What follows belongs to an exercise in optimizing a design on an open flow for small area and a short achievable clock period; a production flow would make more cautious choices. RTL that was checked went through simulation tests only; none was proved equivalent to the original. For run 7, only the layout was checked, not whether the RTL still works. Power is estimated from default activity; no workload was simulated.

==> flow/design.v (outline; a module is shown in full before it is edited, if it fits) <==
// module part2: 724 lines
// module fa: 4 lines
// module ha: 4 lines
// module fpmul: 303 lines
module fpmul (
	input             clk,
	input      [31:0] X,
	input      [31:0] Y,
	output     [31:0] result,
	output reg        zero,
	output reg        underflow,
	output reg        overflow,
	output reg        nan
);
  // ...
==> flow/flow/run.sh <==
#!/bin/bash
export BUFFER_PORTS_ARGS="-buffer_cell sky130_fd_sc_hd__buf_1"
bash standard.sh > standard.log 2>&1
==> flow/standard.sh <==
#!/bin/bash
# synth_recipe.tcl (not shown) runs the flow's synth.tcl, then flattens the netlist and writes it again
# the make line also repeats each setting of config.mk as NAME=value (left out here)
make -C /OpenROAD-flow-scripts/flow DESIGN_CONFIG=/design/flow/config.mk WORK_HOME=/design/flow/orfs CLKGATE_MAP_FILE= SYNTH_SCRIPT=/design/flow/synth_recipe.tcl "${@:-finish}"
==> flow/config.mk <==
export PLATFORM = sky130hd
export DESIGN_NAME = fpmul
export DESIGN_NICKNAME = fpmul
export VERILOG_FILES = /design/flow/design.v
export SDC_FILE = /design/flow/constraint.sdc
export NUM_CORES = 4
export LEC_CHECK = 0
export CAP_MARGIN = 20
export CORE_MARGIN = 2
export CORE_UTILIZATION = 40
export SETUP_SLACK_MARGIN = 3.25
export SLEW_MARGIN = 20
export SYNTH_HIERARCHICAL = 1
export SYNTH_MINIMUM_KEEP_SIZE = 0
==> flow/constraint.sdc <==
create_clock -name core_clock -period 8.0 [get_ports {clk}]
set_input_delay 1.6000 -clock core_clock [delete_from_list [all_inputs] [get_ports {clk}]]
set_output_delay 1.6000 -clock core_clock [all_outputs]
set_load 0.01 [all_outputs]
==> flow_summary_export.csv, run 1 <==
group,metric,value,unit
finish,num-multi-input-gates,1365,
finish,nNonClkBuffers,136,
finish,largest_reg_flops,25,
placed_design,dpl.hpwl,41800,um
placed_design,portBuffers,100,
setup_path,critical_path_buf_inv_count,0,
floorplanning,die_y,217,um
finish,drive_gt1_share,6.29,%
global_route,grt_max_degree,28,
setup_path,critPathArrivalTime,5.02,ns
floorplanning,core,0.0452,mm2
detailed_routing,detailedRoute.firstPassIterationCount,6,
pwr,pg_seq,1710,uW
sta,post-route-period-util,58.4,%
sta,finalSetupViolCount,0,
detailed_routing,ant_nets,0,
pwr,switching_share,46.5,%
floorplanning,ioPinCount,101,
floorplanning,tap_cells,600,
run_status,status,"no timing/DRC/antenna violations",
setup_path,r2r_cells,10,
global_route,use_met3,6.25,%
setup_path,path_depth,10,
sta,rsz0062_at_grt,"false",
setup_path,r2r_end,"hs0_q[3]$_DFF_P_",
floorplanning,start_util,40.3,%
pwr,p_switching,4510,uW
synth,syn_area,0.0182,mm2
finish,area_delta_synth_final,6.77,%
pwr,internal-power,5190,uW
sta,period_minus_slack,4.67,ns
==> run 2: changes to the inputs <==
--- a/flow/config.mk
+++ b/flow/config.mk
@@ -9,5 +9,5 @@
 export CORE_MARGIN = 2
 export CORE_UTILIZATION = 40
-export SETUP_SLACK_MARGIN = 3.25
+export SETUP_SLACK_MARGIN = 3.5
 export SLEW_MARGIN = 20
 export SYNTH_HIERARCHICAL = 1
==> run 2 against run 1 <==
  * Fmax increased by 4.6%
  * Flip-flop and latch count did not move
  * Via count down 0.24%
  * Wire length grew 0.27%
  * Core utilization grew 0.29 points
==> flow_summary_export.csv, run 2 <==
group,metric,value,unit
sta,fin_tns_setup,0,ns
finish,top_register,"x3_q",
floorplanning,ioPinCount,101,
sta,tightest_slew,0.971,ns
global_route,antenna_found_initial,0,
sta,maxSlewViolCount,0,
placed_design,gp_congestion,0.946,
global_route,grtUsageTotal,24.7,%
pwr,leakagePower,0.00776,uW
detailed_routing,routedWlPerCell,23.7,um
setup_path,worstPathRequired,8.35,ns
finish,drive_gt1_share,7.42,%
run_status,status,"no timing/DRC/antenna violations",
detailed_routing,vias_per_cell,6.05,
setup_path,start_kind,"flop",
sta,fin_skew,0.0182,ns
global_route,grt_pass1_wl,89100,um
pwr,power.total,9730,uW
pwr,p_per_area,497,mW/mm2
clocking,cts_tree,"built",
clocking,cts-htree-levels,4,
clocking,clk_latency,0.47,ns
placed_design,portBuffers,100,
setup_path,cp-end-kind,"flop",
finish,fin_nets,2224,
min_path,hold_class,"flop to flop",
setup_path,critPathArrivalTime,4.82,ns
setup_path,cp_max_fo,8,
placed_design,dpl_cell_area,0.0189,mm2
finish,finish.instance_area,0.0196,mm2
clocking,cts-root-buf,"clkbuf_16",
setup_path,critPathKind,"flop to flop",
clocking,ctsHoldBuffers,0,
finish,biggestRegsByFlops,"x3_q (25), xm_q (23), hp_q (13)",
detailed_routing,detailedRoute.firstPassIterationCount,6,
clocking,cts_sinks,186,
sta,post-route-period-util,55.8,%
floorplanning,rows,78,
sta,maxClockFrequency,224,MHz
sta,hold_viol,0,
sta,rsz0062_at_grt,"true",
finish,largest_reg_flops,25,
global_route,grt.overflow.total,0,
clocking,clkTransAtPathRegs,0.07,ns
synth,syn_area_per_cell,9.74,um2
floorplanning,start_util,40.3,%
finish,most-common-layout-cells,"xnor2_1, fa_1, a221oi_1, a22o_1, ha_1",
detailed_routing,drc,0,
synth,yosys_warnings,7,
finish,diodes,0,
floorplanning,fp.dieW,217,um
finish,area_delta_synth_final,7.50,%
sta,period_minus_slack,4.46,ns
flow_run,maxCapViolCount,0,
detailed_routing,num_vias,14800,
finish,fillCellCount,4342,
pwr,max-vdd-ir-drop,391,uV
sta,finalSetupViolCount,0,
floorplanning,core,0.0452,mm2
synth,syn-num-nets,2262,
floorplanning,die_y,217,um
placed_design,dpl.hpwl,41800,um
detailed_routing,drt_iter0_markers,1717,
synth,syn_inst,1871,
finish,layout_commonest_cell,"xnor2_1",
clocking,cts_buffers,17,
global_route,grt_pass1_vias,14600,
clocking,cts_buffer_depth,2,
sta,whs,0.439,ns
global_route,grt_max_degree,28,
synth,syn_area,0.0182,mm2
detailed_routing,drt_wl_total,58000,um
floorplanning,die_area,0.0473,mm2
detailed_routing,ant_nets,0,
sta,slew-limit-headroom,35.2,%
## run 2: cell types whose count changed in the layout (fill, tap and decap cells not counted), sizes merged
cell and delta:
buf +3
## run 2: path summary, 6_finish.rpt
kind	from	cells past startpoint	slack (ns)	endpoint
setup / recovery	x3_q[20]$_DFF_P_	10	3.54	hs0_q[7]$_DFF_P_
hold / removal	zero_q$_DFF_P_	0	0.44	zero$_DFF_P_
setup reg to reg	x3_q[20]$_DFF_P_	10	3.54	hs0_q[7]$_DFF_P_
hold reg to reg	zero_q$_DFF_P_	0	0.44	zero$_DFF_P_
## run 2: power by group
| part | leakage, uW | total [uW] | switching (uW) | internal [uW] |
|---|---|---|---|---|
| registers | 0.00157 | 1720 | 334 | 1380 |
| logic | 0.00592 | 7200 | 3770 | 3430 |
| clock network | 0.000268 | 816 | 410 | 406 |
## run 2: worst max-delay path, cell delays in order, from the launching register on
cell and delay (ns):
dfxtp_1 0.70, a22o_1 0.23, a221oi_2 0.04, xnor2_1 0.37, fa_2 0.53, fa_1 0.48, fa_1 0.45, fa_1 0.43
fa_1 0.49, ha_1 0.21, fa_1 0.42
## run 2: repair_timing
item,CTS,global route
pin swaps,1,1
gates resized for setup,30,25
cloned,1,0
setup endpoints to repair,39,26
setup buffers,3,0
## run 2: per-layer routing
metal | vias to the layer above | routed length, um | global-route usage, % | share of wire (%)
met5 | - | 0 | 0 | 0
met4 | 0 | 1580 | 8.84 | 2.7
met3 | 106 | 5020 | 6.29 | 8.7
met2 | 672 | 25700 | 37.4 | 44
met1 | 7396 | 25700 | 34.1 | 44
li1 | 6626 | - | - | -
## run 2: metrics by stage
stage	setup WS [ns]	instances	utilization, %
3_5_place_dp	3.17	2410	41.7
5_1_grt	3.45	2446	43.4
3_3_place_gp	3.17	2410	41.7
6_report	3.54	2446	43.4
4_1_cts	3.50	2446	43.1
2_1_floorplan	3.73	1871	-
## run 2: cell type report
| cell class | instances | area (um2) | area share, % |
|---|---|---|---|
| timing repair buffer | 139 | 672 | 3.43 |
| clock buffer | 17 | 425 | 2.17 |
| multi-input combinational | 1365 | 13400 | 68.2 |
| inverter | 124 | 465 | 2.38 |
| clock inverter | 15 | 130 | 0.664 |
| tap | 600 | 751 | 3.83 |
| sequential | 186 | 3780 | 19.3 |
==> run 3: changes to the inputs <==
--- a/flow/config.mk
+++ b/flow/config.mk
@@ -8,5 +8,6 @@
 export CAP_MARGIN = 20
 export CORE_MARGIN = 2
-export CORE_UTILIZATION = 40
+export CORE_UTILIZATION = 55
+export CTS_BUF_LIST = sky130_fd_sc_hd__clkbuf_8
 export SETUP_SLACK_MARGIN = 3.5
 export SLEW_MARGIN = 20
==> run 3 against run 2 <==
  * Count of clock-buffer cells in the layout rose by 1
  * Still clean on timing, DRC and antenna
  * Flip-flop and latch count did not move
  * Wire length fell by 0.20%
  * Via count rose by 1.6%
  * Sequential share of layout area rose by 0.37 points
  * Total power fell by 1.7%
  * Largest power group unchanged
  * Worst hold slack got worse by 0.016 ns
==> flow_summary_export.csv, run 3 <==
group,metric,value,unit
clocking,cts_tree,"built",
finish,largest_reg_flops,25,
finish,multi_input_area,0.0134,mm2
setup_path,cp-end-kind,"flop",
clocking,cts_buffers,17,
global_route,grt_max_degree,29,
finish,area_delta_synth_final,5.59,%
floorplanning,die_y,186,um
global_route,grtUsageTotal,34.1,%
pwr,p_per_area,497,mW/mm2
sta,hold_viol,0,
clocking,cts-htree-levels,4,
setup_path,cp_max_fo,24,
synth,syn-num-nets,2262,
setup_path,start_kind,"flop",
floorplanning,die_area,0.0346,mm2
pwr,max-vdd-ir-drop,573,uV
global_route,grt_pass1_wl,88000,um
detailed_routing,drt_wl_total,57900,um
clocking,clkTransAtPathRegs,0.12,ns
detailed_routing,num_vias,15000,
sta,slew-limit-headroom,49.6,%
synth,syn_area_per_cell,9.74,um2
sta,rsz0062_at_grt,"true",
finish,biggestRegsByFlops,"x3_q (25), xm_q (23), hp_q (13)",
detailed_routing,ant_nets,0,
finish,fin_nets,2223,
synth,yosys_warnings,7,
sta,period_minus_slack,4.43,ns
sta,fin_skew,0.0310,ns
finish,layout_commonest_cell,"xnor2_1",
sta,fin_tns_setup,0,ns
finish,post-route-util,59.0,%
floorplanning,ioPinCount,101,
synth,syn_inst,1871,
floorplanning,core,0.0326,mm2
global_route,antenna_found_initial,0,
finish,fillCellCount,2890,
finish,drive_gt1_share,7.21,%
setup_path,critPathArrivalTime,4.81,ns
finish,top_register,"x3_q",
min_path,hold_class,"flop to flop",
floorplanning,start_util,55.9,%
detailed_routing,routedWlPerCell,25.3,um
flow_run,maxCapViolCount,0,
global_route,grt.overflow.total,0,
clocking,clk_latency,0.51,ns
sta,finalSetupViolCount,0,
clocking,cts-root-buf,"clkbuf_8",
setup_path,ff2ff_setup_slack,3.57,ns
detailed_routing,drt_iter0_markers,1796,
floorplanning,rows,66,
finish,diodes,0,
sta,tightest_slew,0.755,ns
placed_design,gp_congestion,0.993,
detailed_routing,detailedRoute.firstPassIterationCount,9,
global_route,grt_pass1_vias,14500,
setup_path,critPathKind,"flop to flop",
synth,syn_area,0.0182,mm2
sta,maxClockFrequency,226,MHz
clocking,cts_sinks,186,
pwr,leakagePower,0.00770,uW
setup_path,worstPathRequired,8.39,ns
detailed_routing,vias_per_cell,6.58,
sta,whs,0.422,ns
finish,most-common-layout-cells,"xnor2_1, fa_1, a221oi_1",
placed_design,portBuffers,100,
placed_design,dpl.hpwl,40700,um
clocking,cts_buffer_depth,2,
floorplanning,fp.dieW,186,um
run_status,status,"no timing/DRC/antenna violations",
detailed_routing,drc,0,
finish,seq_area,0.00378,mm2
sta,post-route-period-util,55.3,%
sta,maxSlewViolCount,0,
pwr,power.total,9560,uW
run 3: worst paths after layout:
check,endpoint,cells past startpoint,start
worst min-delay path,zero$_DFF_P_,0,zero_q$_DFF_P_
worst min register to register,zero$_DFF_P_,0,zero_q$_DFF_P_
worst max register to register,hs0_q[7]$_DFF_P_,10,s4_q[3]$_DFF_P_
worst max-delay path,hs0_q[7]$_DFF_P_,10,s4_q[3]$_DFF_P_
run 3: power by group:
group | switching [uW] | internal (uW)
sequential | 337 | 1380
clock | 397 | 268
combinational | 3760 | 3420
total | 4490 | 5070
run 3: cell type report:
| type | instances | share of cell area, % |
|---|---|---|
| Sequential cell | 186 | 19.7 |
| Inverter | 124 | 2.42 |
| Multi-Input combinational cell | 1365 | 69.5 |
| Timing Repair Buffer | 138 | 3.46 |
| Tap cell | 442 | 2.87 |
| Clock buffer | 18 | 1.29 |
| Clock inverter | 13 | 0.832 |
run 3: critical path, cell delays in order, from the launching register on:
cell and delay (ns):
dfxtp_2 0.76, a22o_1 0.24, a221oi_1 0.05, xnor2_1 0.19, fa_1 0.53, fa_1 0.50
fa_1 0.44, fa_1 0.43, fa_1 0.50, ha_1 0.21, fa_1 0.42
run 3: what timing repair did:
action,CTS,global route
hold buffers,0,0
resized for setup,30,27
pin swaps,1,0
setup buffers,2,0
gates cloned,1,0
setup endpoints to repair,47,48
run 3: metrics by stage:
step | area [um2] | worst slack, ns | cells
2_1_floorplan | 18200 | 3.73 | 1871
3_3_place_gp | 18700 | 3.15 | 2252
3_5_place_dp | 18700 | 3.11 | 2252
4_1_cts | 19200 | 3.43 | 2286
5_1_grt | 19200 | 3.45 | 2286
6_report | 19200 | 3.57 | 2286
run 3: layer usage:
metal  vias to the layer above  track usage (%)  wire length, um
met1                      7334             48.3            25100
met3                       171             10.4             6480
met4                         0             12.2             2270
met2                       909             49.0            24000
met5                         -                0                0
li1                       6625                -                -
==> run 4: changes to the inputs <==
--- a/flow/config.mk
+++ b/flow/config.mk
@@ -8,5 +8,5 @@
 export CAP_MARGIN = 20
 export CORE_MARGIN = 2
-export CORE_UTILIZATION = 55
+export CORE_UTILIZATION = 40
 export CTS_BUF_LIST = sky130_fd_sc_hd__clkbuf_8
 export SETUP_SLACK_MARGIN = 3.5
@@ -14,2 +14,3 @@
 export SYNTH_HIERARCHICAL = 1
 export SYNTH_MINIMUM_KEEP_SIZE = 0
+export TNS_END_PERCENT = 0
==> run 4 against run 3 <==
  * Setup slack worse by 0.034 ns
  * Critical path type unchanged
  * Still clean
  * Total power is 0.57% lower
  * Die area increased by 37%
  * Synthesized cell count is the same
  * Cell count rose by 7.0%
  * Count of clock-buffer cells in the layout down 1
  * Via count down 1.3%
  * First-iteration DRC count increased by 0.33%
==> flow_summary_export.csv, run 4 <==
group,metric,value,unit
sta,tightest_slew,0.996,ns
finish,drive_gt1_share,7.04,%
finish,area_delta_synth_final,6.10,%
sta,finalSetupViolCount,0,
global_route,grtUsageTotal,24.6,%
synth,yosys_warnings,7,
setup_path,slowest_stage,"dfxtp_2",
pwr,p_per_area,492,mW/mm2
floorplanning,fp.dieW,217,um
pwr,internal-power,5030,uW
setup_path,critPathArrivalTime,4.86,ns
floorplanning,die_area,0.0473,mm2
sta,post-route-period-util,55.7,%
setup_path,critical_path_buf_inv_count,0,
sta,rsz0062_at_grt,"true",
flow_run,maxCapViolCount,0,
setup_path,cp_common_cell,"fa_1",
clocking,cts-root-buf,"clkbuf_8",
sta,slew-limit-headroom,33.5,%
finish,finish.instance_area,0.0193,mm2
pwr,power_frac_clock,6.3,%
setup_path,ff2ff_setup_slack,3.54,ns
finish,fin_nets,2224,
pwr,leakagePower,0.00765,uW
finish,most-common-layout-cells,"xnor2_1, a221oi_1, fa_1",
finish,top_register,"x3_q",
clocking,cts_buffer_depth,2,
sta,fin_tns_setup,0,ns
global_route,antenna_found_initial,0,
min_path,hold_class,"flop to flop",
global_route,grt_max_degree,28,
clocking,ctsHoldBuffers,0,
floorplanning,die_y,217,um
floorplanning,ioPinCount,101,
clocking,cts-htree-levels,4,
pwr,power_frac_seq,18.0,%
detailed_routing,vias_per_cell,6.07,
synth,syn_area,0.0182,mm2
detailed_routing,drt_iter0_markers,1802,
pwr,max-vdd-ir-drop,392,uV
floorplanning,core,0.0452,mm2
setup_path,cp-end-kind,"flop",
clocking,cts_tree,"built",
finish,layout_commonest_cell,"xnor2_1",
floorplanning,start_util,40.3,%
clocking,cts_sinks,186,
finish,diodes,0,
placed_design,dpl_cell_area,0.0189,mm2
setup_path,worstPathRequired,8.40,ns
setup_path,worstPathCellList,"a22o_1, a221oi_1, xnor2_1, fa_1, fa_1, fa_1, fa_1, fa_1, ha_1, fa_1",
sta,period_minus_slack,4.46,ns
detailed_routing,detailedRoute.firstPassIterationCount,7,
setup_path,start_kind,"flop",
setup_path,cp_max_fo,25,
run_status,status,"no timing/DRC/antenna violations",
sta,fin_skew,0.0259,ns
floorplanning,rows,78,
finish,largest_reg_flops,25,
detailed_routing,routedWlPerCell,23.6,um
setup_path,slowest_delay,0.51,ns
sta,maxSlewViolCount,0,
detailed_routing,drt_wl_total,57800,um
detailed_routing,ant_nets,0,
setup_path,critPathKind,"flop to flop",
clocking,clk_latency,0.53,ns
synth,syn_inst,1871,
placed_design,portBuffers,100,
sta,maxClockFrequency,224,MHz
placed_design,gp_congestion,0.946,
sta,hold_viol,0,
pwr,power_frac_comb,75.6,%
pwr,power.total,9510,uW
global_route,grt_pass1_wl,88900,um
pwr,switching_share,47.1,%
detailed_routing,num_vias,14800,
synth,syn_area_per_cell,9.74,um2
pwr,p_switching,4480,uW
setup_path,crit_family,"adder cells",
global_route,grt.overflow.total,0,
placed_design,dpl.hpwl,41800,um
global_route,grt_pass1_vias,14600,
synth,syn-num-nets,2262,
clocking,clkTransAtPathRegs,0.10,ns
detailed_routing,drc,0,
clocking,cts_buffers,17,
finish,biggestRegsByFlops,"x3_q (25), xm_q (23), hp_q (13)",
-- run 4: what timing repair did --
item                       in CTS  in global routing
setup buffers                   3                  0
gates cloned                    1                  0
resized for setup              29                 13
pin swaps                       1                  1
setup endpoints to repair      52                 45
-- run 4: per-layer routing --
layer	vias up	global-route usage (%)	share of wire, %	wire length (um)
met5	-	0	0	0
met4	0	9.00	3.0	1740
met3	127	5.97	9.3	5400
met2	742	37.2	44	25400
met1	7349	34.1	44	25300
li1	6618	-	-	-
-- run 4: worst paths after layout --
| kind | startpoint | to | cells after the start |
|---|---|---|---|
| worst max-delay path | xm_q[12]$_DFF_P_ | hs0_q[3]$_DFF_P_ | 10 |
| worst min-delay path | zero_q$_DFF_P_ | zero$_DFF_P_ | 0 |
| worst max register to register | xm_q[12]$_DFF_P_ | hs0_q[3]$_DFF_P_ | 10 |
| worst min register to register | zero_q$_DFF_P_ | zero$_DFF_P_ | 0 |
-- run 4: worst reg2reg max path, cell delays in order, from the launching register on --
cell and delay (ns):
dfxtp_2 0.51, a22o_1 0.32, a221oi_1 0.49, xnor2_1 0.17, fa_1 0.43, fa_1 0.46, fa_1 0.44, fa_1 0.44
fa_1 0.43, ha_1 0.24, fa_1 0.43
-- run 4: through the flow --
step           cells  utilization, %  hold slack, ns  worst slack (ns)
2_1_floorplan   1871               -           0.374              3.73
3_5_place_dp    2410            41.7           0.437              3.17
6_report        2446            42.8           0.453              3.54
3_3_place_gp    2410            41.7           0.428              3.17
4_1_cts         2446            42.7           0.444              3.43
5_1_grt         2446            42.8           0.453              3.41
-- run 4: final cells by class --
class / instances / area (um2)
fill: 4368 / 25800
multi-input combinational: 1365 / 13300
sequential: 186 / 3770
tap: 600 / 751
timing repair buffer: 139 / 668
inverter: 124 / 465
clock buffer: 17 / 234
clock inverter: 15 / 130
-- run 4: power by group through the flow --
stage | combinational, uW | clock, uW | sequential (uW)
finish | 7190 | 603 | 1710
global route | 8420 | 655 | 1730
CTS | 7360 | 624 | 1690
detailed placement | 7270 | 0 | 1710
global placement | 7030 | 0 | 1710
floorplan | 5560 | 0 | 1490
==> run 5: changes to the inputs <==
--- a/flow/config.mk
+++ b/flow/config.mk
@@ -14,3 +14,2 @@
 export SYNTH_HIERARCHICAL = 1
 export SYNTH_MINIMUM_KEEP_SIZE = 0
-export TNS_END_PERCENT = 0
==> run 5 against run 4 <==
  * Global-route usage hardly changed
  * Flip-flop and latch count did not move
  * Clock power barely moved
  * Sequential share of layout area hardly changed
  * Via count fell by 0.11%
  * Critical path depth did not move
  * Synthesized cell count is the same
  * Clock skew fell by 0.0049 ns
  * Die area is the same
  * Core utilization rose by 0.19 points
  * Worst hold slack worse by 0.0027 ns
  * First-iteration DRC count shrank 3.2%
  * Critical path type unchanged
  * Critical endpoint unchanged
  * Largest power group unchanged
==> flow_summary_export.csv, run 5 <==
group,metric,value,unit
run_status,status,"no timing/DRC/antenna violations",
floorplanning,start_util,40.3,%
synth,syn_area,0.0182,mm2
finish,diodes,0,
setup_path,critPathArrivalTime,4.85,ns
detailed_routing,num_vias,14800,
sta,slew-limit-headroom,52.8,%
sta,tightest_slew,0.708,ns
detailed_routing,drt_iter0_markers,1745,
clocking,cts_buffer_depth,2,
min_path,hold_class,"flop to flop",
global_route,grt_pass1_vias,14600,
synth,syn_inst,1871,
placed_design,dpl_cell_area,0.0189,mm2
min_path,hold_depth,0,
setup_path,worstPathRequired,8.40,ns
min_path,min_to,"zero$_DFF_P_",
sta,hold_viol,0,
finish,most-common-layout-cells,"xnor2_1, fa_1, a22o_1",
sta,fin_skew,0.0210,ns
placed_design,dpl.hpwl,41800,um
global_route,grt.overflow.total,0,
clocking,clk_latency,0.53,ns
clocking,cts_buffers,17,
setup_path,startpoint,"xm_q[12]$_DFF_P_",
synth,syn-num-nets,2262,
global_route,grtUsageTotal,24.6,%
placed_design,portBuffers,100,
sta,finalSetupViolCount,0,
global_route,grt_pass1_wl,88900,um
detailed_routing,vias_per_cell,6.06,
finish,layout_commonest_cell,"xnor2_1",
sta,period_minus_slack,4.45,ns
clocking,cts-root-buf,"clkbuf_8",
min_path,worstHoldStart,"zero_q$_DFF_P_",
sta,rsz0062_at_grt,"true",
floorplanning,die_area,0.0473,mm2
pwr,max-vdd-ir-drop,393,uV
pwr,leakagePower,0.00769,uW
sta,fin_tns_setup,0,ns
setup_path,critPathKind,"flop to flop",
detailed_routing,ant_nets,0,
setup_path,cp_max_fo,25,
floorplanning,rows,78,
sta,maxClockFrequency,225,MHz
finish,fin_nets,2224,
flow_run,maxCapViolCount,0,
setup_path,cp-end-kind,"flop",
finish,finish.instance_area,0.0194,mm2
setup_path,ff2ff_setup_slack,3.55,ns
pwr,p_per_area,490,mW/mm2
floorplanning,fp.dieW,217,um
floorplanning,ioPinCount,101,
clocking,cts-htree-levels,4,
sta,fin_ws,3.55,ns
sta,post-route-period-util,55.6,%
clocking,cts_tree,"built",
setup_path,r2r_cells,10,
global_route,antenna_found_initial,0,
detailed_routing,detailedRoute.firstPassIterationCount,6,
finish,biggestRegsByFlops,"x3_q (25), xm_q (23), hp_q (13)",
synth,yosys_warnings,7,
setup_path,r2r_end,"hs0_q[3]$_DFF_P_",
finish,largest_reg_flops,25,
detailed_routing,routedWlPerCell,23.7,um
detailed_routing,drc,0,
finish,area_delta_synth_final,6.58,%
finish,drive_gt1_share,7.75,%
placed_design,gp_congestion,0.946,
setup_path,start_kind,"flop",
synth,syn_area_per_cell,9.74,um2
sta,maxSlewViolCount,0,
floorplanning,core,0.0452,mm2
placed_design,post-place-ws,3.17,ns
global_route,grt_max_degree,28,
clocking,clkTransAtPathRegs,0.10,ns
finish,top_register,"x3_q",
detailed_routing,drt_wl_total,57900,um
clocking,cts_sinks,186,
setup_path,rr_startpoint,"xm_q[12]$_DFF_P_",
floorplanning,die_y,217,um
## run 5: how the worst max path moves through the flow
stage / to / slack (ns)
after floorplan: hs0_q[7]$_DFF_P_ / 3.73
after global placement: hs0_q[7]$_DFF_P_ / 3.17
after detailed placement: hs0_q[7]$_DFF_P_ / 3.17
after CTS: result[6] / 3.50
after global routing: result[11] / 3.48
final: hs0_q[3]$_DFF_P_ / 3.55
## run 5: critical path, stage by stage (launching register included)
cell      delay (ns)
dfxtp_2         0.51
a22o_1          0.30
a221oi_1        0.49
xnor2_1         0.16
fa_1            0.42
fa_1            0.45
fa_1            0.44
fa_1            0.44
fa_1            0.43
ha_1            0.24
fa_1            0.43
## run 5: layout make-up
cell class / instances / area, um2
clock buffer: 17 / 234
inverter: 124 / 465
tap: 600 / 751
fill: 4357 / 25800
clock inverter: 15 / 130
multi-input combinational: 1365 / 13400
timing repair buffer: 139 / 673
sequential: 186 / 3790
## run 5: routing by layer
metal	wire [um]	global-route usage (%)	up-vias	share of wire (%)
met4	1760	9.00	0	3.0
met3	5410	5.97	131	9.3
met1	25200	34.1	7326	44
met2	25500	37.2	738	44
met5	0	0	-	0
li1	-	-	6624	-
## run 5: repair_timing
| item | in CTS | in global routing |
|---|---|---|
| setup endpoints to repair | 52 | 30 |
| resized for setup | 32 | 32 |
| gates cloned | 1 | 0 |
| pin swaps | 1 | 1 |
| setup buffers | 3 | 0 |
| hold endpoints to repair | 0 | 0 |
| hold buffers | 0 | 0 |
## run 5: through the flow
stage	hold WS, ns	power [uW]	cells	utilization, %
after global routing	0.453	10800	2446	43.0
final	0.450	9520	2446	43.0
after global placement	0.428	8740	2410	41.7
after floorplan	0.374	7050	1871	-
after detailed placement	0.437	8990	2410	41.7
after CTS	0.444	9680	2446	42.7
## run 5: power by group
group | switching, uW | leakage, uW | internal (uW) | total, uW
registers | 331 | 0.00157 | 1380 | 1710
clock network | 380 | 0.000181 | 223 | 603
logic | 3770 | 0.00594 | 3430 | 7200
total | 4480 | 0.00769 | 5040 | 9520
==> run 6: changes to the inputs <==
--- a/flow/config.mk
+++ b/flow/config.mk
@@ -14,2 +14,3 @@
 export SYNTH_HIERARCHICAL = 1
 export SYNTH_MINIMUM_KEEP_SIZE = 0
+export TNS_END_PERCENT = 30
==> run 6 against run 5 <==
  * Clock skew grew 0.0048 ns
  * Worst hold slack got worse by 0.0018 ns
  * Non-clock buffer count is the same
  * Area after synthesis did not move
  * Synthesized cell count unchanged
  * Flip-flop and latch count is the same
  * Register-to-register slack about the same
  * Setup slack gained 0.0036 ns
  * Highest routed layer unchanged
  * Wire length barely moved
==> flow_summary_export.csv, run 6 <==
group,metric,value,unit
finish,fin_nets,2224,
synth,syn_area_per_cell,9.74,um2
placed_design,post-place-ws,3.17,ns
global_route,grt_pass1_wl,88900,um
synth,syn_inst,1871,
sta,whs,0.448,ns
synth,syn_area,0.0182,mm2
pwr,leakagePower,0.00767,uW
clocking,cts-htree-levels,4,
synth,syn-num-nets,2262,
sta,period_minus_slack,4.45,ns
run_status,status,"no timing/DRC/antenna violations",
setup_path,crit_family,"adder cells",
finish,layout_commonest_cell,"xnor2_1",
clocking,cts_sinks,186,
detailed_routing,drt_wl_total,57900,um
clocking,clkTransAtPathRegs,0.10,ns
clocking,ctsHoldBuffers,0,
setup_path,worstPathCellList,"a22o_1, a221oi_1, xnor2_1, fa_1, fa_1, fa_1, fa_1, fa_1, ha_1, fa_1",
setup_path,rr_startpoint,"xm_q[12]$_DFF_P_",
finish,biggestRegsByFlops,"x3_q (25), xm_q (23), hp_q (13)",
sta,slew-limit-headroom,51.1,%
min_path,hold_class,"flop to flop",
floorplanning,core,0.0452,mm2
floorplanning,die_y,217,um
pwr,p_per_area,490,mW/mm2
finish,drive_gt1_share,7.58,%
clocking,clk_latency,0.53,ns
floorplanning,ioPinCount,101,
detailed_routing,ant_nets,0,
clocking,cts_tree,"built",
placed_design,dpl.hpwl,41800,um
global_route,grtUsageTotal,24.6,%
finish,area_delta_synth_final,6.47,%
floorplanning,rows,78,
sta,tightest_slew,0.733,ns
pwr,max-vdd-ir-drop,393,uV
detailed_routing,routedWlPerCell,23.7,um
finish,diodes,0,
setup_path,critical_path_buf_inv_count,0,
finish,largest_reg_flops,25,
clocking,cts_buffers,17,
pwr,power.total,9510,uW
finish,fillCellCount,4360,
setup_path,worstPathRequired,8.40,ns
detailed_routing,detailedRoute.firstPassIterationCount,5,
setup_path,critPathArrivalTime,4.85,ns
sta,post-route-period-util,55.6,%
floorplanning,start_util,40.3,%
clocking,cts-root-buf,"clkbuf_8",
global_route,grt_max_degree,28,
floorplanning,die_area,0.0473,mm2
detailed_routing,vias_per_cell,6.08,
global_route,grt.overflow.total,0,
sta,maxClockFrequency,225,MHz
placed_design,gp_congestion,0.946,
sta,fin_skew,0.0258,ns
setup_path,cp-end-kind,"flop",
setup_path,cp_max_fo,25,
sta,rsz0062_at_grt,"true",
sta,hold_viol,0,
sta,fin_ws,3.55,ns
sta,maxSlewViolCount,0,
clocking,cts_buffer_depth,2,
global_route,grt_pass1_vias,14600,
finish,most-common-layout-cells,"xnor2_1, fa_1, a22o_1",
flow_run,maxCapViolCount,0,
placed_design,portBuffers,100,
setup_path,critPathKind,"flop to flop",
min_path,worstHoldStart,"zero_q$_DFF_P_",
sta,fin_tns_setup,0,ns
setup_path,cp_common_cell,"fa_1",
synth,yosys_warnings,7,
floorplanning,fp.dieW,217,um
sta,finalSetupViolCount,0,
finish,top_register,"x3_q",
detailed_routing,drc,0,
finish,multi_input_area,0.0134,mm2
detailed_routing,num_vias,14900,
global_route,antenna_found_initial,0,
finish,seq_area,0.00379,mm2
detailed_routing,drt_iter0_markers,1759,
setup_path,startpoint,"xm_q[12]$_DFF_P_",
setup_path,slowest_stage,"dfxtp_2",
setup_path,start_kind,"flop",
setup_path,slowest_delay,0.50,ns
## run 6: power breakdown
part	switching, uW	internal, uW	leakage (uW)
Combinational	3770	3430	0.00592
Clock	380	223	0.000181
Sequential	332	1380	0.00157
Total	4480	5030	0.00767
## run 6: final timing paths
| check | slack [ns] | cells past startpoint | to |
|---|---|---|---|
| worst max-delay path | 3.55 | 10 | hs0_q[3]$_DFF_P_ |
| worst min-delay path | 0.45 | 0 | zero$_DFF_P_ |
| worst max register to register | 3.55 | 10 | hs0_q[3]$_DFF_P_ |
| worst min register to register | 0.45 | 0 | zero$_DFF_P_ |
## run 6: final cells by class
class                      count  share of cell area, %
multi-input combinational   1365                   68.9
clock buffer                  17                   1.21
clock inverter                15                  0.670
tap                          600                   3.87
timing repair buffer         139                   3.44
inverter                     124                   2.40
sequential                   186                   19.5
## run 6: worst reg2reg max path, stage by stage, from the launching register on
cell,delay [ns]
dfxtp_2,0.50
a22o_1,0.31
a221oi_1,0.49
xnor2_1,0.17
fa_1,0.42
fa_1,0.46
fa_1,0.44
fa_1,0.44
fa_1,0.43
ha_1,0.24
fa_1,0.43
## run 6: routing by layer
layer	wire length [um]	vias to the layer above	GRT usage (%)
met1	25300	7377	34.1
li1	-	6617	-
met2	25600	742	37.2
met4	1750	0	9.00
met5	0	-	0
met3	5290	125	5.97
## run 6: metrics by stage
stage	instances	instance area, um2	util, %
2_1_floorplan	1871	18200	-
3_3_place_gp	2410	18900	41.7
3_5_place_dp	2410	18900	41.7
4_1_cts	2446	19300	42.7
5_1_grt	2446	19400	43.0
6_report	2446	19400	43.0
## run 6: what timing repair did
action / 4_1_cts / 5_1_grt
pin swaps: 1 / 1
setup buffers: 3 / 0
cloned: 1 / 0
setup endpoints to repair: 52 / 30
resized for setup: 32 / 27
==> module fpmul, before the edit <==
module fpmul (
	input             clk,
	input      [31:0] X,
	input      [31:0] Y,
	output     [31:0] result,
	output reg        zero,
	output reg        underflow,
	output reg        overflow,
	output reg        nan
);
	wire [24:0] yb = {1'b1, Y[22:0], 1'b0};   
	wire [7:0]  s1_d, s2_d, s3_d, s4_d, neg_d;
	genvar i;
	generate for (i = 0; i < 8; i = i + 1) begin : enc
		wire [2:0] c = yb[3*i+3] ? ~yb[3*i+2:3*i] : yb[3*i+2:3*i];   
		assign s1_d[i]  = ~c[2] & (c[1] ^ c[0]);
		assign s2_d[i]  = (~c[2] & c[1] & c[0]) | (c[2] & ~c[1] & ~c[0]);
		assign s3_d[i]  = c[2] & (c[1] ^ c[0]);
		assign s4_d[i]  = c[2] & c[1] & c[0];
		assign neg_d[i] = yb[3*i+3] & ~(&yb[3*i+2:3*i]);
	end endgenerate
	wire [23:0] mx = {1'b1, X[22:0]};
	wire [24:1] x3p = {1'b0, mx[23:1]} ^ mx[23:0];   
	wire [24:1] x3g = {1'b0, mx[23:1]} & mx[23:0];
	wire xg0_1 = x3g[2] | (x3p[2] & x3g[1]);
	wire xp0_1 = x3p[2] & x3p[1];
	wire xg0_3 = x3g[4] | (x3p[4] & x3g[3]);
	wire xp0_3 = x3p[4] & x3p[3];
	wire xg0_5 = x3g[6] | (x3p[6] & x3g[5]);
	wire xp0_5 = x3p[6] & x3p[5];
	wire xg0_7 = x3g[8] | (x3p[8] & x3g[7]);
	wire xp0_7 = x3p[8] & x3p[7];
	wire xg0_9 = x3g[10] | (x3p[10] & x3g[9]);
	wire xp0_9 = x3p[10] & x3p[9];
	wire xg0_11 = x3g[12] | (x3p[12] & x3g[11]);
	wire xp0_11 = x3p[12] & x3p[11];
	wire xg0_13 = x3g[14] | (x3p[14] & x3g[13]);
	wire xp0_13 = x3p[14] & x3p[13];
	wire xg0_15 = x3g[16] | (x3p[16] & x3g[15]);
	wire xp0_15 = x3p[16] & x3p[15];
	wire xg0_17 = x3g[18] | (x3p[18] & x3g[17]);
	wire xp0_17 = x3p[18] & x3p[17];
	wire xg0_19 = x3g[20] | (x3p[20] & x3g[19]);
	wire xp0_19 = x3p[20] & x3p[19];
	wire xg0_21 = x3g[22] | (x3p[22] & x3g[21]);
	wire xp0_21 = x3p[22] & x3p[21];
	wire xg0_23 = x3g[24] | (x3p[24] & x3g[23]);
	wire xp0_23 = x3p[24] & x3p[23];
	wire xg1_2 = x3g[3] | (x3p[3] & xg0_1);
	wire xp1_2 = x3p[3] & xp0_1;
	wire xg1_3 = xg0_3 | (xp0_3 & xg0_1);
	wire xp1_3 = xp0_3 & xp0_1;
	wire xg1_6 = x3g[7] | (x3p[7] & xg0_5);
	wire xp1_6 = x3p[7] & xp0_5;
	wire xg1_7 = xg0_7 | (xp0_7 & xg0_5);
	wire xp1_7 = xp0_7 & xp0_5;
	wire xg1_10 = x3g[11] | (x3p[11] & xg0_9);
	wire xp1_10 = x3p[11] & xp0_9;
	wire xg1_11 = xg0_11 | (xp0_11 & xg0_9);
	wire xp1_11 = xp0_11 & xp0_9;
	wire xg1_14 = x3g[15] | (x3p[15] & xg0_13);
	wire xp1_14 = x3p[15] & xp0_13;
	wire xg1_15 = xg0_15 | (xp0_15 & xg0_13);
	wire xp1_15 = xp0_15 & xp0_13;
	wire xg1_18 = x3g[19] | (x3p[19] & xg0_17);
	wire xp1_18 = x3p[19] & xp0_17;
	wire xg1_19 = xg0_19 | (xp0_19 & xg0_17);
	wire xp1_19 = xp0_19 & xp0_17;
	wire xg1_22 = x3g[23] | (x3p[23] & xg0_21);
	wire xp1_22 = x3p[23] & xp0_21;
	wire xg1_23 = xg0_23 | (xp0_23 & xg0_21);
	wire xp1_23 = xp0_23 & xp0_21;
	wire xg2_4 = x3g[5] | (x3p[5] & xg1_3);
	wire xp2_4 = x3p[5] & xp1_3;
	wire xg2_5 = xg0_5 | (xp0_5 & xg1_3);
	wire xp2_5 = xp0_5 & xp1_3;
	wire xg2_6 = xg1_6 | (xp1_6 & xg1_3);
	wire xp2_6 = xp1_6 & xp1_3;
	wire xg2_7 = xg1_7 | (xp1_7 & xg1_3);
	wire xp2_7 = xp1_7 & xp1_3;
	wire xg2_12 = x3g[13] | (x3p[13] & xg1_11);
	wire xp2_12 = x3p[13] & xp1_11;
	wire xg2_13 = xg0_13 | (xp0_13 & xg1_11);
	wire xp2_13 = xp0_13 & xp1_11;
	wire xg2_14 = xg1_14 | (xp1_14 & xg1_11);
	wire xp2_14 = xp1_14 & xp1_11;
	wire xg2_15 = xg1_15 | (xp1_15 & xg1_11);
	wire xp2_15 = xp1_15 & xp1_11;
	wire xg2_20 = x3g[21] | (x3p[21] & xg1_19);
	wire xp2_20 = x3p[21] & xp1_19;
	wire xg2_21 = xg0_21 | (xp0_21 & xg1_19);
	wire xp2_21 = xp0_21 & xp1_19;
	wire xg2_22 = xg1_22 | (xp1_22 & xg1_19);
	wire xp2_22 = xp1_22 & xp1_19;
	wire xg2_23 = xg1_23 | (xp1_23 & xg1_19);
	wire xp2_23 = xp1_23 & xp1_19;
	wire xg3_8 = x3g[9] | (x3p[9] & xg2_7);
	wire xp3_8 = x3p[9] & xp2_7;
	wire xg3_9 = xg0_9 | (xp0_9 & xg2_7);
	wire xp3_9 = xp0_9 & xp2_7;
	wire xg3_10 = xg1_10 | (xp1_10 & xg2_7);
	wire xp3_10 = xp1_10 & xp2_7;
	wire xg3_11 = xg1_11 | (xp1_11 & xg2_7);
	wire xp3_11 = xp1_11 & xp2_7;
	wire xg3_12 = xg2_12 | (xp2_12 & xg2_7);
	wire xp3_12 = xp2_12 & xp2_7;
	wire xg3_13 = xg2_13 | (xp2_13 & xg2_7);
	wire xp3_13 = xp2_13 & xp2_7;
	wire xg3_14 = xg2_14 | (xp2_14 & xg2_7);
	wire xp3_14 = xp2_14 & xp2_7;
	wire xg3_15 = xg2_15 | (xp2_15 & xg2_7);
	wire xp3_15 = xp2_15 & xp2_7;
	wire xg4_16 = x3g[17] | (x3p[17] & xg3_15);
	wire xp4_16 = x3p[17] & xp3_15;
	wire xg4_17 = xg0_17 | (xp0_17 & xg3_15);
	wire xp4_17 = xp0_17 & xp3_15;
	wire xg4_18 = xg1_18 | (xp1_18 & xg3_15);
	wire xp4_18 = xp1_18 & xp3_15;
	wire xg4_19 = xg1_19 | (xp1_19 & xg3_15);
	wire xp4_19 = xp1_19 & xp3_15;
	wire xg4_20 = xg2_20 | (xp2_20 & xg3_15);
	wire xp4_20 = xp2_20 & xp3_15;
	wire xg4_21 = xg2_21 | (xp2_21 & xg3_15);
	wire xp4_21 = xp2_21 & xp3_15;
	wire xg4_22 = xg2_22 | (xp2_22 & xg3_15);
	wire xp4_22 = xp2_22 & xp3_15;
	wire xg4_23 = xg2_23 | (xp2_23 & xg3_15);
	wire xp4_23 = xp2_23 & xp3_15;
	wire [25:0] x3_d;   
	assign x3_d[0] = mx[0];
	assign x3_d[1] = x3p[1];
	assign x3_d[2] = x3p[2] ^ x3g[1];
	assign x3_d[3] = x3p[3] ^ xg0_1;
	assign x3_d[4] = x3p[4] ^ xg1_2;
	assign x3_d[5] = x3p[5] ^ xg1_3;
	assign x3_d[6] = x3p[6] ^ xg2_4;
	assign x3_d[7] = x3p[7] ^ xg2_5;
	assign x3_d[8] = x3p[8] ^ xg2_6;
	assign x3_d[9] = x3p[9] ^ xg2_7;
	assign x3_d[10] = x3p[10] ^ xg3_8;
	assign x3_d[11] = x3p[11] ^ xg3_9;
	assign x3_d[12] = x3p[12] ^ xg3_10;
	assign x3_d[13] = x3p[13] ^ xg3_11;
	assign x3_d[14] = x3p[14] ^ xg3_12;
	assign x3_d[15] = x3p[15] ^ xg3_13;
	assign x3_d[16] = x3p[16] ^ xg3_14;
	assign x3_d[17] = x3p[17] ^ xg3_15;
	assign x3_d[18] = x3p[18] ^ xg4_16;
	assign x3_d[19] = x3p[19] ^ xg4_17;
	assign x3_d[20] = x3p[20] ^ xg4_18;
	assign x3_d[21] = x3p[21] ^ xg4_19;
	assign x3_d[22] = x3p[22] ^ xg4_20;
	assign x3_d[23] = x3p[23] ^ xg4_21;
	assign x3_d[24] = x3p[24] ^ xg4_22;
	assign x3_d[25] = xg4_23;
	wire [8:0] esum_d = {1'b0, X[30:23]} + {1'b0, Y[30:23]};
	wire       zero_d = (X[30:0] == 31'd0) | (Y[30:0] == 31'd0);
	reg  [22:0] xm_q;
	reg  [25:1] x3_q;
	reg  [7:0]  s1_q, s2_q, s3_q, s4_q, neg_q;
	reg  [8:0]  esum_q;
	reg         zero_q, sign_q;
	always @(posedge clk) begin
		xm_q   <= X[22:0];
		x3_q   <= x3_d[25:1];
		s1_q   <= s1_d;
		s2_q   <= s2_d;
		s3_q   <= s3_d;
		s4_q   <= s4_d;
		neg_q  <= neg_d;
		esum_q <= esum_d;
		zero_q <= zero_d;
		sign_q <= X[31] ^ Y[31];
	end
	wire [2:0]  lg_d, lp_d;
	wire [24:0] hp_d, hs0_d, hs1_d;
	wire [12:0] ug_d, up_d;
	part2 core (.xm(xm_q), .x3(x3_q), .s1(s1_q), .s2(s2_q), .s3(s3_q), .s4(s4_q), .neg(neg_q),
		.lg(lg_d), .lp(lp_d), .hp(hp_d), .hs0(hs0_d), .hs1(hs1_d), .ug(ug_d), .up(up_d));
	wire       uf_d  = ~zero_q & (esum_q < 9'd127);
	wire       nan_d = ~zero_q & (esum_q == 9'd382);
	wire       of_d  = ~zero_q & (esum_q > 9'd382);
	wire [8:0] e0_d  = esum_q - 9'd127;
	wire [8:0] e1_d  = esum_q - 9'd126;
	reg  [2:0]  lg_q, lp_q;
	reg  [24:0] hp_q, hs0_q, hs1_q;
	reg  [12:0] ug_q, up_q;
	reg  [7:0]  e0_q, e1_q;
	reg         sign_r;
	always @(posedge clk) begin
		lg_q      <= lg_d;
		lp_q      <= lp_d;
		hp_q      <= hp_d;
		hs0_q     <= hs0_d;
		hs1_q     <= hs1_d;
		ug_q      <= ug_d;
		up_q      <= up_d;
		e0_q      <= e0_d[7:0];
		e1_q      <= e1_d[7:0];
		sign_r    <= sign_q & ~zero_q & ~(esum_q < 9'd127);
		zero      <= zero_q;
		underflow <= uf_d;
		overflow  <= of_d;
		nan       <= nan_d;
	end
	wire g0_1 = lg_q[1] | (lp_q[1] & lg_q[0]);
	wire g0_3 = ug_q[0] | (up_q[0] & lg_q[2]);
	wire p0_3 = up_q[0] & lp_q[2];
	wire g0_5 = ug_q[2] | (up_q[2] & ug_q[1]);
	wire p0_5 = up_q[2] & up_q[1];
	wire g0_7 = ug_q[4] | (up_q[4] & ug_q[3]);
	wire p0_7 = up_q[4] & up_q[3];
	wire g0_9 = ug_q[6] | (up_q[6] & ug_q[5]);
	wire p0_9 = up_q[6] & up_q[5];
	wire g0_11 = ug_q[8] | (up_q[8] & ug_q[7]);
	wire p0_11 = up_q[8] & up_q[7];
	wire g0_13 = ug_q[10] | (up_q[10] & ug_q[9]);
	wire p0_13 = up_q[10] & up_q[9];
	wire g0_15 = ug_q[12] | (up_q[12] & ug_q[11]);
	wire p0_15 = up_q[12] & up_q[11];
	wire g1_2 = lg_q[2] | (lp_q[2] & g0_1);
	wire p1_2 = lp_q[2] & 1'b0;
	wire g1_3 = g0_3 | (p0_3 & g0_1);
	wire p1_3 = p0_3 & 1'b0;
	wire g1_6 = ug_q[3] | (up_q[3] & g0_5);
	wire p1_6 = up_q[3] & p0_5;
	wire g1_7 = g0_7 | (p0_7 & g0_5);
	wire p1_7 = p0_7 & p0_5;
	wire g1_10 = ug_q[7] | (up_q[7] & g0_9);
	wire p1_10 = up_q[7] & p0_9;
	wire g1_11 = g0_11 | (p0_11 & g0_9);
	wire p1_11 = p0_11 & p0_9;
	wire g1_14 = ug_q[11] | (up_q[11] & g0_13);
	wire p1_14 = up_q[11] & p0_13;
	wire g1_15 = g0_15 | (p0_15 & g0_13);
	wire p1_15 = p0_15 & p0_13;
	wire g2_4 = ug_q[1] | (up_q[1] & g1_3);
	wire p2_4 = up_q[1] & p1_3;
	wire g2_5 = g0_5 | (p0_5 & g1_3);
	wire p2_5 = p0_5 & p1_3;
	wire g2_6 = g1_6 | (p1_6 & g1_3);
	wire p2_6 = p1_6 & p1_3;
	wire g2_7 = g1_7 | (p1_7 & g1_3);
	wire p2_7 = p1_7 & p1_3;
	wire g2_12 = ug_q[9] | (up_q[9] & g1_11);
	wire p2_12 = up_q[9] & p1_11;
	wire g2_13 = g0_13 | (p0_13 & g1_11);
	wire p2_13 = p0_13 & p1_11;
	wire g2_14 = g1_14 | (p1_14 & g1_11);
	wire p2_14 = p1_14 & p1_11;
	wire g2_15 = g1_15 | (p1_15 & g1_11);
	wire p2_15 = p1_15 & p1_11;
	wire g3_8 = ug_q[5] | (up_q[5] & g2_7);
	wire p3_8 = up_q[5] & p2_7;
	wire g3_9 = g0_9 | (p0_9 & g2_7);
	wire p3_9 = p0_9 & p2_7;
	wire g3_10 = g1_10 | (p1_10 & g2_7);
	wire p3_10 = p1_10 & p2_7;
	wire g3_11 = g1_11 | (p1_11 & g2_7);
	wire p3_11 = p1_11 & p2_7;
	wire g3_12 = g2_12 | (p2_12 & g2_7);
	wire p3_12 = p2_12 & p2_7;
	wire g3_13 = g2_13 | (p2_13 & g2_7);
	wire p3_13 = p2_13 & p2_7;
	wire g3_14 = g2_14 | (p2_14 & g2_7);
	wire p3_14 = p2_14 & p2_7;
	wire g3_15 = g2_15 | (p2_15 & g2_7);
	wire p3_15 = p2_15 & p2_7;
	wire [24:0] sum;
	assign sum[0] = hp_q[0] ^ g1_2;
	assign sum[1] = g1_2 ? hs1_q[1] : hs0_q[1];
	assign sum[2] = hp_q[2] ^ g1_3;
	assign sum[3] = g1_3 ? hs1_q[3] : hs0_q[3];
	assign sum[4] = hp_q[4] ^ g2_4;
	assign sum[5] = g2_4 ? hs1_q[5] : hs0_q[5];
	assign sum[6] = hp_q[6] ^ g2_5;
	assign sum[7] = g2_5 ? hs1_q[7] : hs0_q[7];
	assign sum[8] = hp_q[8] ^ g2_6;
	assign sum[9] = g2_6 ? hs1_q[9] : hs0_q[9];
	assign sum[10] = hp_q[10] ^ g2_7;
	assign sum[11] = g2_7 ? hs1_q[11] : hs0_q[11];
	assign sum[12] = hp_q[12] ^ g3_8;
	assign sum[13] = g3_8 ? hs1_q[13] : hs0_q[13];
	assign sum[14] = hp_q[14] ^ g3_9;
	assign sum[15] = g3_9 ? hs1_q[15] : hs0_q[15];
	assign sum[16] = hp_q[16] ^ g3_10;
	assign sum[17] = g3_10 ? hs1_q[17] : hs0_q[17];
	assign sum[18] = hp_q[18] ^ g3_11;
	assign sum[19] = g3_11 ? hs1_q[19] : hs0_q[19];
	assign sum[20] = hp_q[20] ^ g3_12;
	assign sum[21] = g3_12 ? hs1_q[21] : hs0_q[21];
	assign sum[22] = hp_q[22] ^ g3_13;
	assign sum[23] = g3_13 ? hs1_q[23] : hs0_q[23];
	assign sum[24] = hp_q[24] ^ g3_14;
	wire [24:0] t = sum[24:0];   
	wire        kill = zero | underflow | overflow | nan;
	wire [22:0] mant = t[24] ? t[23:1] : t[22:0];
	wire [7:0]  ex   = t[24] ? e1_q : e0_q;
	assign result[31]    = sign_r;
	assign result[30:23] = (overflow | nan) ? 8'hFF : kill ? 8'h00 : ex;
	assign result[22:1]  = kill ? 22'd0 : mant[22:1];
	assign result[0]     = underflow | (~kill & mant[0]);
endmodule
==> run 7: changes to the inputs <==
--- a/flow/design.v
+++ b/flow/design.v
@@ -914,9 +914,8 @@
 	wire       of_d  = ~zero_q & (esum_q > 9'd382);
 	wire [8:0] e0_d  = esum_q - 9'd127;
-	wire [8:0] e1_d  = esum_q - 9'd126;
 	reg  [2:0]  lg_q, lp_q;
 	reg  [24:0] hp_q, hs0_q, hs1_q;
 	reg  [12:0] ug_q, up_q;
-	reg  [7:0]  e0_q, e1_q;
+	reg  [7:0]  e0_q;
 	reg         sign_r;
 	always @(posedge clk) begin
@@ -929,5 +928,4 @@
 		up_q      <= up_d;
 		e0_q      <= e0_d[7:0];
-		e1_q      <= e1_d[7:0];
 		sign_r    <= sign_q & ~zero_q & ~(esum_q < 9'd127);
 		zero      <= zero_q;
@@ -1028,5 +1026,5 @@
 	wire        kill = zero | underflow | overflow | nan;
 	wire [22:0] mant = t[24] ? t[23:1] : t[22:0];
-	wire [7:0]  ex   = t[24] ? e1_q : e0_q;
+	wire [7:0]  ex   = t[24] ? e0_q + 8'd1 : e0_q;
 	assign result[31]    = sign_r;
 	assign result[30:23] = (overflow | nan) ? 8'hFF : kill ? 8'h00 : ex;
--- a/flow/config.mk
+++ b/flow/config.mk
@@ -14,3 +14,2 @@
 export SYNTH_HIERARCHICAL = 1
 export SYNTH_MINIMUM_KEEP_SIZE = 0
-export TNS_END_PERCENT = 30
==> run 7 against run 6 <==
  * Register-to-register slack improved by 0.06 ns
  * Clock skew decreased by 0.0058 ns
  * Die area fell by 0.42%
  * Clock power grew 4.5%
  * Fmax fell by 1.9%
  * Via count increased by 2.7%
  * Sequential share of layout area is 1.1 points lower
  * Count of clock-buffer cells in the layout is the same
  * First-iteration DRC count decreased by 6.9%
  * Worst hold slack lost 0.041 ns
  * Wire length up 4.0%
  * Area after synthesis decreased by 0.43%
==> flow_summary_export.csv, run 7 <==
group,metric,value,unit
setup_path,start_kind,"flop",
finish,drive_gt1_share,9.74,%
global_route,grt_use_met1,34.5,%
min_path,hold_class,"flop to flop",
setup_path,cp_max_fo,10,
pwr,max-vdd-ir-drop,367,uV
floorplanning,core,0.0451,mm2
placed_design,gp_congestion,0.920,
finish,instances_no_fill,2471,
detailed_routing,drt_wl_total,60200,um
detailed_routing,routedWlPerCell,24.4,um
placed_design,dpl_cell_area,0.0188,mm2
sta,whs,0.407,ns
finish,area_delta_synth_final,8.36,%
finish,finish.instance_area,0.0197,mm2
global_route,globalRouteMet2Util,38.8,%
min_path,hold_depth,0,
clocking,cts-root-buf,"clkbuf_8",
global_route,grt-busiest-layer,"met2",
clocking,clk_latency,0.54,ns
sta,period_minus_slack,4.53,ns
finish,biggestRegsByFlops,"x3_q (25), xm_q (23), hp_q (13)",
sta,maxSlewViolCount,0,
sta,slew-limit-headroom,38.6,%
setup_path,worstPathRequired,6.40,ns
clocking,cts_sinks,178,
floorplanning,ioPinCount,101,
synth,yosys_warnings,7,
floorplanning,start_util,40.3,%
finish,most-common-layout-cells,"xnor2_1, fa_1, a22o_1",
global_route,grt.overflow.total,0,
pwr,switching_share,47.4,%
pwr,power_frac_comb,76.3,%
synth,syn-num-nets,2278,
placed_design,dpl.hpwl,43400,um
global_route,grt_pass1_vias,14900,
run_status,status,"no timing/DRC/antenna violations",
detailed_routing,num_vias,15300,
sta,hold_viol,0,
sta,fin_tns_setup,0,ns
clocking,cts_tree,"built",
detailed_routing,vias_per_cell,6.17,
setup_path,critPathKind,"flop to output pin",
floorplanning,rows,78,
synth,syn_inst,1887,
global_route,grt_pass1_wl,91700,um
detailed_routing,ant_nets,0,
setup_path,r2r_cells,10,
detailed_routing,detailedRoute.firstPassIterationCount,7,
finish,fin_nets,2247,
synth,syn_area_per_cell,9.62,um2
global_route,antenna_found_initial,0,
finish,layout_commonest_cell,"xnor2_1",
placed_design,portBuffers,100,
detailed_routing,drc,0,
pwr,power_frac_seq,17.2,%
detailed_routing,drt_iter0_markers,1637,
clocking,clkTransAtPathRegs,0.11,ns
clocking,cts_buffers,17,
floorplanning,die_area,0.0471,mm2
sta,post-route-period-util,56.7,%
clocking,cts-htree-levels,4,
sta,rsz0062_at_grt,"true",
pwr,power_frac_clock,6.5,%
sta,fin_skew,0.0200,ns
floorplanning,fp.dieW,217,um
pwr,p_per_area,489,mW/mm2
setup_path,critPathArrivalTime,2.93,ns
global_route,grt_max_degree,30,
placed_design,place_inst,2425,
pwr,p_switching,4570,uW
clocking,cts_buffer_depth,2,
sta,tightest_slew,0.921,ns
finish,largest_reg_flops,25,
setup_path,cp-end-kind,"output pin",
finish,top_register,"x3_q",
pwr,leakagePower,0.00776,uW
floorplanning,die_y,217,um
flow_run,maxCapViolCount,0,
synth,syn_area,0.0181,mm2
global_route,grtUsageTotal,25.7,%
global_route,use_met3,6.60,%
sta,maxClockFrequency,221,MHz
pwr,internal-power,5060,uW
sta,finalSetupViolCount,0,
[run 7: worst max-delay path, stage by stage, from the launching register on]
cell and delay [ns]:
dfxtp_2 0.33, a21o_4 0.22, a221oi_4 0.26, buf_12 0.16, o211ai_4 0.14, a21oi_4 0.31, o211a_4 0.34, nor2_1 0.11
a311oi_2 0.32, buf_1 0.21
[run 7: what timing repair did]
item                       in CTS  in global routing
gates cloned                    2                  0
setup endpoints to repair      54                 42
setup buffers                   9                  1
hold endpoints to repair        0                  0
gates resized for setup        71                 47
hold buffers                    0                  0
pin swaps                      14                 11
[run 7: power by group through the flow]
stage	Sequential, uW	Clock [uW]	Combinational [uW]
global route	1670	689	8500
CTS	1630	648	7400
global placement	1640	0	6970
floorplan	1440	0	5550
finish	1660	630	7340
detailed placement	1650	0	7200
[run 7: final cells by class]
| cell class | instances | area [um2] |
|---|---|---|
| sequential | 178 | 3630 |
| inverter | 122 | 458 |
| tap | 600 | 751 |
| antenna | 2 | 5.00 |
| fill | 4459 | 25400 |
| clock inverter | 15 | 160 |
| timing repair buffer | 147 | 783 |
| clock buffer | 17 | 234 |
| multi-input combinational | 1390 | 13600 |
[run 7: path summary, 6_finish.rpt]
check	from	to	slack, ns
setup reg to reg	x3_q[18]$_DFF_P_	hs0_q[7]$_DFF_P_	3.61
setup / recovery	lp_q[1]$_DFF_P_	result[17]	3.47
hold / removal	zero_q$_DFF_P_	zero$_DFF_P_	0.41
hold reg to reg	zero_q$_DFF_P_	zero$_DFF_P_	0.41
[run 7: layer usage]
metal,share of wire (%),routed length (um)
met1,42,25400
met2,44,26400
met3,9.7,5830
met4,4.3,2580
met5,0,0
[run 7: stage by stage]
stage | setup slack (ns) | power, uW | utilization, %
detailed placement | 3.13 | 8840 | 41.7
global route | 3.35 | 10900 | 43.6
global placement | 3.03 | 8610 | 41.7
CTS | 3.39 | 9680 | 43.2
finish | 3.47 | 9630 | 43.6
floorplan | 3.73 | 6990 | -

-- port drivers added, routing unchanged --
Ports are ideal in the flow. The routed layouts listed here were re-timed in OpenROAD. Step 1 assumes that a clkbuf_16 drives the clock port and a buf_2 every other input. Step 2 moves the port delays by t, midway between the first and last clock arrival at a register: inputs arrive t later, outputs are due t later. That takes back most of the time a late clock gives input paths. Slacks: no drivers / after step 1 / after step 2; pairs: no drivers / after step 1.
run | t (ns) | setup slack, ns | worst setup path after step 2 | worst register clock-pin slew, ns
run 1 | 0.518 | 3.329 / 3.329 / 3.329 | register to register | 0.09 / 0.09
run 2 | 0.515 | 3.535 / 3.535 / 3.535 | register to register | 0.09 / 0.09
run 3 | 0.553 | 3.575 / 3.574 / 3.575 | register to register | 0.12 / 0.12
run 4 | 0.565 | 3.541 / 3.534 / 3.541 | register to register | 0.12 / 0.12
run 5 | 0.565 | 3.550 / 3.550 / 3.550 | register to register | 0.12 / 0.12
run 6 | 0.568 | 3.553 / 3.553 / 3.553 | register to register | 0.12 / 0.12
run 7 | 0.577 | 3.467 / 3.417 / 3.496 | input to register | 0.12 / 0.12
After both steps every run listed still meets setup and hold.
